This design comes from an exercise in tuning for small area on the open sky130 flow, not from production work.
The RTL was checked by simulation tests, not by an equivalence proof against the original design.
No activity file was given, so power comes from the tool's default toggle rates.

== lane 1 ==
==> flow/design.v (excerpt) <==
module ticket_booking_system (
    input clk,
    input rst,
    input book,
    input cancel,
    input check,
    input [3:0] seat_type,
    input [4:0] travel_date,
    output reg [7:0] price,
    output reg [7:0] seats_left,
    output reg booking_success,
    output reg cancel_success,
    output reg availability_status
);
Size: ~1200 cells after synthesis, ~370 flip-flops, roughly 33 I/O pins.
Settings: LEC_CHECK=0, CAP_MARGIN=20, CORE_MARGIN=2, CORE_UTILIZATION=55, CTS_BUF_LIST=sky130_fd_sc_hd__clkbuf_4, CTS_CLUSTER_DIAMETER=50, CTS_CLUSTER_SIZE=10, PLACE_DENSITY=0.7, SLEW_MARGIN=20, SYNTH_HIERARCHICAL=1, SYNTH_MINIMUM_KEEP_SIZE=0; clock period 8.0 ns.
standard.sh (not shown) runs the stock make flow with config.mk's settings and CLKGATE_MAP_FILE= SYNTH_SCRIPT=/design/flow/synth_recipe.tcl, a recipe that flattens the netlist after the stock synthesis.
==> flow/flow/run.sh <==
#!/bin/bash
# The standard layout (the standard.sh: ORFS synthesis to final layout),
# with one change: the port buffers that global placement inserts are the
# platform's smallest buffer instead of the one buffer_ports picks by itself.
set -euo pipefail
export BUFFER_PORTS_ARGS="-buffer_cell sky130_fd_sc_hd__buf_1"
bash standard.sh > standard.log 2>&1
Lane 1 was carried through to the last stage, and its layout satisfied the timing, design-rule and antenna checks.
diff inputs: lane 1 => lane 2
- PLACE_DENSITY now 0.75, was 0.7
- CORE_UTILIZATION now 65, was 55
### Flow results
Lane 2: PASS, flow complete, no timing, DRC or antenna violations
The final layout from lane 1, which completed every stage, passed the timing, design-rule and antenna checks at the end of the flow.
Diff lane 2..lane 1 | number of combinational gates with multiple inputs | unchanged
Compared lane 1 against lane 2; sequential share of power within noise.
As far as portion of the layout cell area used by clock cells is concerned, lane 2 and lane 1 perform about the same.
Lane 2 reports a lower fmax than lane 1 does.
Between lane 2 and lane 1, it is lane 2 whose final critical path time including I/O delays and setup is higher, by 0.048 ns.
Of lane 1 and lane 2, the lower number of antenna violations at the first check in global routing belongs to lane 1.
Peak supply drop: lane 2 vs lane 1 up 14 uV
Summary of lane 2 over lane 1: simple-gate portion of the synthesized area flat; share of the cycle needed by the critical path after routing up 0.60 points; area of all placed cells without fillers down 0.45%; total number of vias up 195.
--- input diff lane 2..lane 3 ---
- CORE_UTILIZATION changed from 65 to 55
- CTS_CLUSTER_SIZE changed from 10 to 30
- CTS_CLUSTER_DIAMETER changed from 50 to 70
- CTS_BUF_LIST changed from sky130_fd_sc_hd__clkbuf_4 to sky130_fd_sc_hd__clkbuf_16
- PLACE_DENSITY changed from 0.75 to 0.7
==> flow/run.sh (new file) <==
#!/bin/bash
# synth_recipe.tcl (not shown) runs the flow's synth.tcl, then flattens the netlist and writes it again
# the make line also repeats each setting of config.mk as NAME=value (left out here)
make -C /OpenROAD-flow-scripts/flow DESIGN_CONFIG=/design/flow/config.mk WORK_HOME=/design/flow/orfs CLKGATE_MAP_FILE= SYNTH_SCRIPT=/design/flow/synth_recipe.tcl finish
removed: flow/flow/run.sh
removed: flow/standard.sh
--- outcome ---
- Comparing lane 3 and lane 2, the lower maximum single-stage delay on the critical path is on lane 3.
- Compared with lane 2, in lane 3 total power grew by about 10%, clock buffer count in the final layout shrank by 60%, total global-route track usage shrank by 4.3 points, switching part of the total shrank by 1.1 points, HPWL reported at the end of detailed placement grew by about 1.2%.
- Compared with lane 2, lane 3 shows internal power contribution that has gone up by more than 10%.
- Lane 2 -> lane 3: number of instances in the synthesized netlist delta 0, exact match
- Core utilization (lower): lane 3
--- input diff lane 3..lane 4 ---
- a change of CTS_CLUSTER_DIAMETER from 70 to 80
- a change of CTS_CLUSTER_SIZE from 30 to 24
[summary]
- Every run (lane 3 and lane 4) finished clean.
- Lane 3 and lane 4 ended up with roughly the same aggregate global-route resource usage.
- Going from lane 3 to lane 4, the ratio of cells with drive above 1 in the final layout was found to have gone down by 0.64 points.
- Lane 4 ended up with a lower fraction of the cycle the final worst path needs than lane 3 did.
- Diff lane 3 -> lane 4 | power | down by a few percent
- Compared with lane 3, lane 4 shows number of global-route vias before repair lower by 0.35%.
- Between lane 4 and lane 3, it is lane 4 whose sum of routed wire length over all layers is lower, by 220 um.

separate check: timing with driven ports:
Ports are ideal in the flow. The routed layouts listed here were re-timed in OpenROAD. Step 1: set_driving_cell puts a clkbuf_16 on clk and a buf_2 on each other input, an assumption about the parent block. Step 2, shift: input delay + t, output delay - t, t = (earliest + latest rising clock arrival at the registers) / 2. This alone moves slack from input paths to output paths. a / b / c = ideal ports / drivers / drivers and shift; a / b = the first two.
run	shift t [ns]	slack for setup (ns)	worst slew at a driven data input, ns
lane 1	0.716	1.672 / 1.690 / 0.973	0.07
lane 2	0.718	1.624 / 1.646 / 0.928	0.08
lane 3	0.568	1.037 / 1.057 / 0.489	0.07
lane 4	0.564	1.091 / 1.110 / 0.546	0.08
After both steps setup and hold are still met in every run listed. The setup slack of lane 1, which loses most, moves by +0.018 ns with the drivers and by -0.699 ns with both steps.
